Context: an optimization exercise on an open-source flow, tuned for small area. The choices shown serve that exercise and are no tape-out recipe. The RTL was checked by simulation tests, not by an equivalence proof against the original design. Power figures rest on the tool's default switching activity, not on a simulated workload.

$ cat flow/run.sh
#!/bin/bash
# synth_recipe.tcl (not shown) runs the flow's synth.tcl, then flattens the netlist and writes it again
# the make line also repeats each setting of config.mk as NAME=value (left out here)
make -C /OpenROAD-flow-scripts/flow DESIGN_CONFIG=/design/flow/config.mk WORK_HOME=/design/flow/orfs CLKGATE_MAP_FILE= SYNTH_SCRIPT=/design/flow/synth_recipe.tcl finish
$ cat flow/config.mk
export PLATFORM = sky130hd
export DESIGN_NAME = simpletimer
export DESIGN_NICKNAME = simpletimer
export VERILOG_FILES = /design/flow/design.v
export SDC_FILE = /design/flow/constraint.sdc
export NUM_CORES = 4
export LEC_CHECK = 0
export CAP_MARGIN = 20
export CORE_MARGIN = 2
export CORE_UTILIZATION = 40
export SLEW_MARGIN = 20
$ cat flow/constraint.sdc
create_clock -name core_clock -period 4.0 [get_ports {clk}]
set_input_delay 0.8000 -clock core_clock [delete_from_list [all_inputs] [get_ports {clk}]]
set_output_delay 0.8000 -clock core_clock [all_outputs]
set_load 0.01 [all_outputs]
$ cat flow/design.v
module simpletimer (
    input         clk,
    input         reset_n,
    output reg [7:0] data_out,
    input   [7:0] data_in,
    input         cs_n,
    input         rd_n,
    input         wr_n,
    input   [3:0] addr
);
    localparam TIMER_DEL0   = 0;
    localparam TIMER_DEL1   = 1;
    localparam TIMER_DEL2   = 2;
    localparam TIMER_DEL3   = 3;
    localparam TIMER_CFG    = 4;
    localparam TIMER_BUSY   = 5;
    localparam TIMER_NOW0   = 6;
    localparam TIMER_NOW1   = 7;
    localparam TIMER_NOW2   = 8;
    localparam TIMER_NOW3   = 9;
    reg         timer_busy;
    reg   [7:0] timer_cfg;
    reg  [31:0] timer_cnt;
    reg  [31:0] timer_now;
    reg  [31:0] timer_del;
    reg  [31:0] done_time;
    reg         start_pulse;
    reg         now_pulse;
    reg         load_pulse;
    wire read_sel  = !cs_n & !rd_n &  wr_n;
    wire write_sel = !cs_n &  rd_n & !wr_n;
    always @(posedge clk or negedge reset_n) begin
        if (~reset_n) begin
            timer_cfg <= 8'h0;
            timer_del <= 32'h0;
            start_pulse <= 1'b0;
            now_pulse <= 1'b0;
            load_pulse <= 1'b0;
        end else begin
            if (write_sel) begin
                case (addr)
                   TIMER_DEL0 : timer_del[0*8 +: 8] <= data_in;
                   TIMER_DEL1 : timer_del[1*8 +: 8] <= data_in;
                   TIMER_DEL2 : timer_del[2*8 +: 8] <= data_in;
                   TIMER_DEL3 : timer_del[3*8 +: 8] <= data_in;
                   TIMER_CFG  : timer_cfg <= data_in;
                endcase
            end
            start_pulse <= write_sel && addr==TIMER_CFG && data_in[1];
            now_pulse   <= write_sel && addr==TIMER_CFG && data_in[2];
            load_pulse  <= write_sel && addr==TIMER_CFG && data_in[3];
        end
    end
    wire timer_on = timer_cfg[0];
    always@(*) begin
        if (~read_sel)
            data_out <= 8'b0;
        else begin
            case (addr)
                TIMER_DEL0 : data_out <= timer_del[0*8 +: 8];
                TIMER_DEL1 : data_out <= timer_del[1*8 +: 8];
                TIMER_DEL2 : data_out <= timer_del[2*8 +: 8];
                TIMER_DEL3 : data_out <= timer_del[3*8 +: 8];
                TIMER_CFG  : data_out <= timer_cfg;
                TIMER_BUSY : data_out <= {7'b0, timer_busy};
                TIMER_NOW0 : data_out <= timer_now[0*8 +: 8];
                TIMER_NOW1 : data_out <= timer_now[1*8 +: 8];
                TIMER_NOW2 : data_out <= timer_now[2*8 +: 8];
                TIMER_NOW3 : data_out <= timer_now[3*8 +: 8];
                default : data_out <= 8'b0;
            endcase
        end
    end
    always @(posedge clk or negedge reset_n) begin
        if (~reset_n) begin
            timer_cnt  <= 32'h0;
            timer_now  <= 32'h0;
            done_time   <= 32'h0;
            timer_busy <= 1'b0;
        end else begin
            if (~timer_on)
                timer_cnt <= 32'h0;
            else if (load_pulse)
                timer_cnt <= timer_now;
            else
                timer_cnt <= timer_cnt + 1;
            if (now_pulse) timer_now <= timer_cnt;
            else if (write_sel) begin
                case (addr)
                   TIMER_NOW0 : timer_now[0*8 +: 8] <= data_in;
                   TIMER_NOW1 : timer_now[1*8 +: 8] <= data_in;
                   TIMER_NOW2 : timer_now[2*8 +: 8] <= data_in;
                   TIMER_NOW3 : timer_now[3*8 +: 8] <= data_in;
                endcase
            end
            if (~timer_on) begin
                timer_busy <= 1'b0;
                done_time <= 'h0;
            end else if (start_pulse) begin
                timer_busy <= 1'b1;
                done_time <= done_time + timer_del;
            end else if (timer_busy && (timer_cnt == done_time) ) begin
                timer_busy <= 1'b0;
            end
        end  
    end  
endmodule
==> notes.md <==
----------------------------------------------------
[Global route]
  Total global-route track usage ... 23.3%
  First-pass GRT wire length ... 41.9 mm
  Maximum number of pins on one net before global-route repair ... 92
  Aggregate global routing overflow ... 0
  Vias in the first global route ... 7,024
  Initial antenna violation count ... 0

[Critical path]
  Data required time of the critical path ... 3200 ps
  Startpoint Class ... input port
  Maximum fanout along the worst path ... 35
  Worst Setup Path Type ... input port to primary output
  Arrival time worst endpoint ... 2980 ps
  Critical path endpoint category ... primary output

[Route]
  Pre-Repair DR Iteration Count ... 5
  Detail Route Antenna Nets ... 0
  Total wire length ... 26.9 mm
  Overall via count from detail_route ... 7,222
  Number of remaining DRC errors ... 0
  Detailed-route wire length per cell ... 21.6 um
  Number of vias per cell after detailed routing ... 5.78
  Initial DRC Count ... 656

[STA]
  Pin slew with the least headroom to its limit ... 1010 ps
  Share of the clock period used by the worst path ... 94.6%
  WHS ... 466 ps
  Setup tns final ... 0 ps
  Count of pins over their slew limit ... 0
  RSZ-0062 raised after global routing ... false
  Hold Fails Final Rpt ... 0
  Fmax ... 264 MHz
  Worst clock skew ... 7.40 ps
  Minimum period implied by the final worst setup slack ... 3780 ps
  Max-slew headroom ... 32.4%
  Final number of setup-violating endpoints ... 0

[Yosys]
  Number of synthesized register bits ... 140
  Number of unique standard cell types used by synthesis ... 74
  Number of nets in the synthesized netlist ... 996
  Share of flip-flops with an asynchronous set or reset ... 100%
  Ys flop type ... sky130_fd_sc_hd__dfrtp_1
  Synthesized area divided by synthesized cell count ... 9.39 um^2
  Share of synthesized area occupied by flip-flops and latches ... 39.5%
  Commonest cells in the synthesized netlist ... 140 x sky130_fd_sc_hd__dfrtp_1, 115 x sky130_fd_sc_hd__nor2_1, 81 x sky130_fd_sc_hd__nand2_1
  Biggest area contributors in the synthesized netlist ... sky130_fd_sc_hd__dfrtp_1 39%, sky130_fd_sc_hd__mux2i_1 5.9%, sky130_fd_sc_hd__xor2_1 5.5%
  Library cell with the highest instance count after synthesis ... sky130_fd_sc_hd__dfrtp_1
  Share of the synthesized area in the top cell type ... 39.5%
  Number of enable flip-flop cells after synthesis ... 0
  Cells after Synth ... 946
  Combined area of all synthesized cells ... 8880 um^2
  Largest area contributor in the synthesized netlist ... sky130_fd_sc_hd__dfrtp_1
  Number of warnings reported in the yosys synthesis log ... 1

[Pwr]
  Total internal power ... 2.90 mW
  Switching power of the nets ... 1.10 mW
  Portion of total power attributed to combinational logic ... 12.5%
  Max VDD drop ... 0.271 mV
  Clock power share ... 44.5%
  Total power draw ... 4.00 mW
  Sequential group share of total power ... 43.0%
  Areal power density over the cells ... 396 nW/um^2
  Switching part of the total ... 27.4%
  LEAKAGE ... 4.72 nW

[Placement]
  Weighted congestion reported at the end of routability-driven placement ... 0.939
  Post-detailed-placement cell area ... 9430 um^2
  # port buffers ... 24
  Post-placement cell count ... 1,217
  Dpl hpwl ... 19.7 mm

[Clocking]
  Number of buffers created by CTS ... 17
  Root buffer cell ... sky130_fd_sc_hd__clkbuf_16
  Hold-fix buffers, CTS ... 0
  Post-CTS setup-driven buffer insertion count ... 0
  Clock latency at the later pin of the worst-skew pair ... 420 ps
  Clock H-tree levels ... 4
  Clk slew on worst S/H paths ... 60 ps
  Total number of clock tree sinks ... 140
  Clock tree from TritonCTS ... built
  Maximum count of clock buffers along a single path ... 2
  Count of cells resized by post-cts repair ... 0

[Final layout]
  Proportion of layout cells with a drive suffix above 1 ... 11.2%
  Number of antenna repair diodes ... 0
  Post-layout nets ... 1,006
  Number of standard cells in the layout, taps in and fillers out ... 1,249
  Area overhead of the layout relative to synthesis ... 13.6%
  Final non-filler cell area ... 10,100 um^2

[Floorplan]
  I/O Pins ... 25
  DIE WIDTH ... 153 um
  Initial Util ... 40.7%
  Number of placement rows ... 54
  Die height ... 153 um
  Core Footprint ... 21,800 um^2
  Die Footprint ... 23,400 um^2

[Worst hold path]
  Worst Hold Class ... input port to async pin

[Run]
  # Max-Cap Violations ... 0

[Run status]
  Outcome ... complete, no violations

----------------------------------------------------
[cells by family after synthesis]
kind of cell,count (synthesis),synth area share (%)
adders and majority gates,33,4.73
AOI/OAI and AO/OA,217,15.6
xor gates and xnor gates,78,7.69
and+or+nand+nor,320,17.1
DFF,140,39.5
muxes,97,12.5
buffers and inverters,61,2.89
[state kept, by name (all words and copies together) (netlist names)]
name / cells
timer_cfg: 8
timer_now: 32
done_time: 32
load_pulse: 1
now_pulse: 1
timer_del: 32
timer_busy: 1
start_pulse: 1
timer_cnt: 32
[per-stage QoR]
step	utilization (%)	setup slack, ps
floorplan	-	1040
global placement	43.2	223
detailed placement	43.2	234
CTS	46.2	216
global route	46.2	101
finish	46.2	218
[power groups by stage]
stage | Clock [mW] | Sequential [mW] | Combinational (mW)
after global placement | 0 | 1.74 | 0.489
after floorplan | 0 | 1.64 | 0.353
final | 1.78 | 1.72 | 0.498
after global routing | 1.86 | 1.73 | 0.553
after detailed placement | 0 | 1.74 | 0.495
after CTS | 1.79 | 1.72 | 0.500
[path summary, 6_finish.rpt]
kind | slack, ps | cells after the start | end | start
worst max-delay path | 220 | 8 | data_out[6] | addr[0]
worst min-delay path | 470 | 1 | timer_del[9]$_DFFE_PN0P_ | reset_n
worst max register to register | 990 | 11 | done_time[30]$_DFFE_PN0P_ | timer_del[0]$_DFFE_PN0P_
worst min register to register | 470 | 1 | timer_cfg[2]$_DFFE_PN0P_ | timer_cfg[2]$_DFFE_PN0P_
max in group asynchronous | 2770 | 2 | done_time[21]$_DFFE_PN0P_ | reset_n
min in group core_clock | 470 | 1 | timer_cfg[2]$_DFFE_PN0P_ | timer_cfg[2]$_DFFE_PN0P_
[cell usage in the layout, fill, tap and decap left out, types with 5 or more instances in the layout]
cell	instances
sky130_fd_sc_hd__dfrtp_1	138
sky130_fd_sc_hd__nor2_1	115
sky130_fd_sc_hd__nand2_1	81
sky130_fd_sc_hd__a21oi_1	66
sky130_fd_sc_hd__xor2_1	56
sky130_fd_sc_hd__mux2i_1	52
sky130_fd_sc_hd__o21ai_0	52
sky130_fd_sc_hd__mux2_2	38
sky130_fd_sc_hd__ha_1	32
sky130_fd_sc_hd__nand3_1	23
sky130_fd_sc_hd__clkdlybuf4s50_1	23
sky130_fd_sc_hd__xnor2_1	22
sky130_fd_sc_hd__a21o_1	21
sky130_fd_sc_hd__nor3_1	17
sky130_fd_sc_hd__clkbuf_16	17
sky130_fd_sc_hd__nor2b_1	15
sky130_fd_sc_hd__and3_1	14
sky130_fd_sc_hd__nand4_1	12
sky130_fd_sc_hd__inv_1	12
sky130_fd_sc_hd__o21a_1	11
sky130_fd_sc_hd__buf_4	11
sky130_fd_sc_hd__a211oi_1	10
sky130_fd_sc_hd__nor4_1	9
sky130_fd_sc_hd__mux4_2	7
sky130_fd_sc_hd__a22oi_1	7
sky130_fd_sc_hd__a31oi_1	7
sky130_fd_sc_hd__and4_1	6
sky130_fd_sc_hd__and2_1	6
sky130_fd_sc_hd__bufinv_16	5
[routing by layer]
metal | global-route usage (%) | up-vias | routed length (um)
li1 | - | 3427 | -
met3 | 3.88 | 42 | 1120
met4 | 6.83 | 0 | 663
met2 | 38.1 | 197 | 12700
met1 | 31.9 | 3556 | 12500
met5 | 0 | - | 0
[layout make-up]
type / count / area [um^2]
flip-flops and latches: 140 / 3510
inverters: 13 / 48.8
well taps: 280 / 350
multi-input cells: 745 / 5120
clock inverters: 12 / 210
clock buffers: 20 / 447
fillers: 2075 / 11700
repair buffers: 39 / 404
[worst max-delay path, cell delays in order]
cell                              delay [ps]
sky130_fd_sc_hd__clkdlybuf4s50_1         520
sky130_fd_sc_hd__buf_12                  210
sky130_fd_sc_hd__mux4_2                  510
sky130_fd_sc_hd__a32oi_1                 160
sky130_fd_sc_hd__nor2_1                   50
sky130_fd_sc_hd__a21oi_1                 120
sky130_fd_sc_hd__nor2_1                   80
sky130_fd_sc_hd__clkdlybuf4s50_1         520

re-timing with driven ports:
The flow's constraints put no driver on any port. The routed layout listed below was extracted and timed again, unchanged, in two steps. Step 1 assumes that a clkbuf_16 drives the clock port and a buf_2 every other input. Step 2 times the ports against the registers' clock, not the clock port: input delays grow and output delays shrink by t, the midpoint of the rising clock arrivals with the driver on. Three values: ideal ports, drivers, drivers and shift; two values: the first two.
t, ns: 0.469
setup WS [ns]: 0.218 / 0.195 / 0.195
clock arrival spread, ns: 0.010 / 0.010
pins driven straight from the clock port: 1
After both steps setup and hold are still met in this run. The setup slack of this run moves by -0.023 ns with the drivers and by -0.023 ns with both steps.
